Context: an optimization exercise on an open-source flow, tuned for small area and a short achievable clock period. The choices shown serve that exercise and are no tape-out recipe. Where RTL was checked, it was by simulation tests only, not by an equivalence proof against the original. Power figures rest on the tool's default switching activity, not on a simulated workload.

Setup of north:
==> flow/design.v <==
`timescale 1ns / 1ps
module mips(
  input  wire        clk, rst,
  output wire [31:0] pc,
  input  wire [31:0] instrF,
  input  wire [31:0] readdataM,
  output wire        memwriteM,
  output wire [31:0] aluout, writedata
);
  reg  [31:2] P;             
  reg  [31:0] instrD;        
  reg  [31:2] pcD;           
  reg  [31:0] preA, preB;    
  reg         fwdAD, fwdBD;  
  reg  [31:0] srcAE;         
  reg  [31:0] srcBE;         
  reg  [31:0] writedataE;
  reg         arithE, orE, sltE, cinE;    
  reg         regwriteE, memtoregE, memwriteE;
  reg  [4:0]  wrE;
  reg  [31:0] aluoutM, writedataM;
  reg         memwriteM_r, memtoregM, wenM;
  reg  [4:0]  wrM;
  reg  [31:0] resultW;
  reg         wenW;
  reg  [4:0]  wrW;
  reg  [32*32-1:32] rf;      
  wire [5:0]  opD    = instrD[31:26];
  wire [4:0]  rsD    = instrD[25:21];
  wire [4:0]  rtD    = instrD[20:16];
  wire [4:0]  rdD    = instrD[15:11];
  wire [5:0]  functD = instrD[5:0];
  wire rtypeD  = (opD == 6'b000000);
  wire lwD     = (opD == 6'b100011);
  wire swD     = (opD == 6'b101011);
  wire beqD    = (opD == 6'b000100);
  wire addiD   = (opD == 6'b001000);
  wire jD      = (opD == 6'b000010);
  wire f_add = (functD == 6'b100000);
  wire f_sub = (functD == 6'b100010);
  wire f_or  = (functD == 6'b100101);
  wire f_slt = (functD == 6'b101010);
  wire regwriteD = rtypeD | lwD | addiD;
  wire alusrcD   = lwD | swD | addiD;
  wire [4:0] wrD = rtypeD ? rdD : rtD;
  wire sltD   = rtypeD & f_slt;
  wire orD    = rtypeD & f_or;
  wire arithD = ~rtypeD | f_add | f_sub;
  wire cinD   = beqD | (rtypeD & (f_sub | f_slt));
  wire [31:0] signimmD = {{16{instrD[15]}}, instrD[15:0]};
  wire [32:0] sumE = {1'b0, srcAE} + {1'b0, srcBE} + {32'b0, cinE};
  wire        ltE  = ~sumE[32];
  wire [31:0] aluoutE = arithE ? sumE[31:0] :
                        orE    ? (srcAE | srcBE) :
                        sltE   ? {31'b0, ltE} :
                                 (srcAE & srcBE);
  wire [31:0] K = fwdAD ? preB : preA;
  wire [31:0] xe = srcAE ^ srcBE ^ K;
  wire [31:0] ge = (srcAE & srcBE) | ((srcAE | srcBE) & ~K);
  wire eq_arith = (xe == {ge[30:0], cinE});
  wire eq_or    = ((srcAE | srcBE) == K);
  wire eq_and   = ((srcAE & srcBE) == K);
  wire eq_slt   = (K[31:1] == 31'b0) & (K[0] == ltE);
  wire eqK = arithE ? eq_arith : orE ? eq_or : sltE ? eq_slt : eq_and;
  wire eqAB = (preA == preB);
  wire zero_pre = (fwdAD & fwdBD) | (~fwdAD & ~fwdBD & eqAB) | ((fwdAD ^ fwdBD) & eqK);
  wire pcsrcD = beqD & zero_pre;
  wire [31:2] P4 = P + 30'd1;
  wire [31:2] branchD = pcD + signimmD[29:0];
  wire [31:2] jumpD = {P4[31:28], instrD[25:0]};
  wire [31:2] Pk = rst ? 30'b0 : jD ? jumpD : pcsrcD ? branchD : P4;
  assign pc = {Pk, 2'b00};
  wire [31:0] rd1D = (wenW & (wrW == rsD)) ? resultW : preA;
  wire [31:0] rd2D = (wenW & (wrW == rtD)) ? resultW : preB;
  wire [31:0] cmpA = fwdAD ? aluoutE : rd1D;
  wire [31:0] cmpB = fwdBD ? aluoutE : rd2D;
  wire zero_post = (cmpA == cmpB);
  wire lwstall = memtoregE & ((wrE == rtD) | (wrE == rsD));
  wire bstall  = (regwriteE & (wrE == rsD)) | (wrE == rtD) |
                 (memtoregM & (wrM == rsD)) | (wrM == rtD);
  wire stall = beqD & zero_post & (lwstall | bstall);
  wire [31:0] resultM = memtoregM ? readdataM : aluoutM;
  wire fwdMA = wenM & (wrM == rsD);
  wire fwdMB = wenM & (wrM == rtD);
  wire [31:0] srcA_n = fwdAD ? aluoutE : fwdMA ? resultM : rd1D;
  wire [31:0] srcW_n = fwdBD ? aluoutE : fwdMB ? resultM : rd2D;
  wire [31:0] srcB_n = alusrcD ? signimmD : (cinD ? ~srcW_n : srcW_n);
  wire [4:0] rsF = instrF[25:21];
  wire [4:0] rtF = instrF[20:16];
  reg  [31:0] rdAF, rdBF;
  integer i;
  always @* begin
    rdAF = 32'b0;
    rdBF = 32'b0;
    for (i = 1; i < 32; i = i + 1) begin
      rdAF = rdAF | ({32{rsF == i[4:0]}} & rf[32*i +: 32]);
      rdBF = rdBF | ({32{rtF == i[4:0]}} & rf[32*i +: 32]);
    end
  end
  wire wenD = regwriteD & (wrD != 5'd0);
  always @(posedge clk) begin
    P <= Pk;
    if (!stall) pcD <= Pk;
    if (rst) begin
      instrD <= 32'b0;
      preA <= 32'b0;
      preB <= 32'b0;
      fwdAD <= 1'b0;
      fwdBD <= 1'b0;
    end else if (stall) begin
      preA <= rd1D;
      preB <= rd2D;
      fwdAD <= 1'b0;
      fwdBD <= 1'b0;
    end else begin
      instrD <= instrF;
      preA <= rdAF;
      preB <= rdBF;
      fwdAD <= wenD & (rsF == wrD);
      fwdBD <= wenD & (rtF == wrD);
    end
    writedataE <= srcW_n;
    if (rst | stall) begin
      srcAE <= 32'b0;
      srcBE <= 32'b0;
      arithE <= 1'b0; orE <= 1'b0; sltE <= 1'b0; cinE <= 1'b0;
      regwriteE <= 1'b0; memtoregE <= 1'b0; memwriteE <= 1'b0;
      wrE <= 5'b0;
    end else begin
      srcAE <= srcA_n;
      srcBE <= srcB_n;
      arithE <= arithD; orE <= orD; sltE <= sltD; cinE <= cinD;
      regwriteE <= regwriteD; memtoregE <= lwD; memwriteE <= swD;
      wrE <= wrD;
    end
    writedataM <= writedataE;
    if (rst) begin
      aluoutM <= 32'b0;
      memwriteM_r <= 1'b0; memtoregM <= 1'b0; wenM <= 1'b0;
      wrM <= 5'b0;
    end else begin
      aluoutM <= aluoutE;
      memwriteM_r <= memwriteE; memtoregM <= memtoregE;
      wenM <= regwriteE & (wrE != 5'd0);
      wrM <= wrE;
    end
    resultW <= resultM;
    wrW <= wrM;
    wenW <= ~rst & wenM;
  end
  genvar g;
  generate
    for (g = 1; g < 32; g = g + 1) begin : rfw
      always @(posedge clk)
        if (~rst & wenM & (wrM == g)) rf[32*g +: 32] <= resultM;
    end
  endgenerate
  assign memwriteM = memwriteM_r;
  assign aluout = aluoutM;
  assign writedata = writedataM;
endmodule
export LEC_CHECK = 0
export CAP_MARGIN = 20
export CORE_MARGIN = 2
export CORE_UTILIZATION = 40
export SLEW_MARGIN = 20
create_clock -name core_clock -period 16.0 [get_ports {clk}]
run.sh (not shown) runs the stock make flow with config.mk's settings and CLKGATE_MAP_FILE= SYNTH_SCRIPT=/design/flow/synth_recipe.tcl, a recipe that flattens the netlist after the stock synthesis.
The inputs of south differ from those of north as listed below.
==> flow/flow/run.sh (new file) <==
#!/bin/bash
# Standard ORFS layout (the standard.sh, unchanged synthesis), with
# repair_timing asked for a larger setup margin so that it keeps improving
# the paths to the pc outputs after the 16 ns constraint is met.
set -euo pipefail
bash standard.sh SETUP_SLACK_MARGIN=9 finish > make_finish.log 2>&1
==> flow/standard.sh (new file) <==
#!/bin/bash
# synth_recipe.tcl (not shown) runs the flow's synth.tcl, then flattens the netlist and writes it again
# the make line also repeats each setting of config.mk as NAME=value (left out here)
make -C /OpenROAD-flow-scripts/flow DESIGN_CONFIG=/design/flow/config.mk WORK_HOME=/design/flow/orfs CLKGATE_MAP_FILE= SYNTH_SCRIPT=/design/flow/synth_recipe.tcl "${@:-finish}"
removed: flow/run.sh
==> comparison <==
On final critical path time including I/O delays and setup, south does better than north. When the final numbers for south and north were put side by side, the half-perimeter wire length after placement turned out to be greater in south. Final layout net count (south over north): increase, 91. Compared with north, in south fill cell instance count of the final layout decreased 295; post-synthesis compound-gate area fraction essentially unchanged; power per cell area decreased 2.5 nW/um2; portion of the clock cycle consumed by the worst path in the final layout decreased 9.1 points. As far as switching share of power is concerned, south and north perform about the same.
No run of this note included a check of the RTL's function; only the layout flow was run.

* * *

Another version of the RTL of mips (not shown whole).
For scale: roughly 1400 flip-flops, roughly 160 I/O pins.
Settings: LEC_CHECK=0, CAP_MARGIN=20, CORE_MARGIN=2, CORE_UTILIZATION=50, CTS_CLUSTER_DIAMETER=60, CTS_CLUSTER_SIZE=30, SLEW_MARGIN=20; clock period 16.0 ns.
standard.sh (not shown) runs the stock make flow with config.mk's settings and CLKGATE_MAP_FILE= SYNTH_SCRIPT=/design/flow/synth_recipe.tcl, a recipe that flattens the netlist after the stock synthesis.
==> flow/flow/run.sh <==
#!/bin/bash
# Standard ORFS layout (the standard.sh, unchanged synthesis) with two
# changes to how the layout is made:
#  - repair_timing is asked for a larger setup margin, so that it keeps
#    improving the paths to the pc outputs once the 16 ns constraint is met;
#  - the port buffers are buf_2 cells instead of the default delay buffers
#    (every port still gets its buffer; repair_timing resizes them as needed).
set -euo pipefail
bash standard.sh SETUP_SLACK_MARGIN=9 "BUFFER_PORTS_ARGS=-buffer_cell sky130_fd_sc_hd__buf_2" finish > make_finish.log 2>&1
The baseline produced a clean layout.
Edit:
- CORE_UTILIZATION: 50 -> 60
The changed run produced a clean layout. Routed wire length went down by 3.1%. Design area falls by 0.68%. Worst setup slack barely changes. Fmax stays flat. Via count goes up by 1.2%. Core utilization came out higher by 11 points. Area after synthesis stays the same. Power decreases by 0.39%.

port drivers added, routing unchanged:
No port has a modelled driver above. Below, the same layouts with a new extraction and two added sets of constraints. Step 1 (the two cells are an assumption about what drives the block):
set clk [get_ports {clk}]
set_driving_cell -lib_cell sky130_fd_sc_hd__clkbuf_16 $clk
set_driving_cell -lib_cell sky130_fd_sc_hd__buf_2 [delete_from_list [all_inputs] $clk]
Step 2 times the ports against the registers' clock, not the clock port: input delays grow and output delays shrink by t, the midpoint of the rising clock arrivals with the driver on. Slacks: ideal / step 1 / step 2; pairs: ideal / step 1.
run	t (ns)	slack for setup (ns)	worst setup path at the end	worst register clock-pin slew, ns	cell pins on the clock port's net
north	0.897	6.482 / 6.389 / 7.286	register to output	0.07 / 0.07	1
south	0.894	7.940 / 7.856 / 8.068	input to output	0.07 / 0.07	1
the first run of note 2	0.831	8.945 / 8.877 / 8.411	input to register	0.10 / 0.10	1
the second run of note 2	0.823	8.942 / 8.884 / 8.490	input to register	0.10 / 0.10	1
After both steps setup and hold are still met in every run listed. The setup slack of the first run of note 2, which loses most, moves by -0.068 ns with the drivers and by -0.534 ns with both steps.
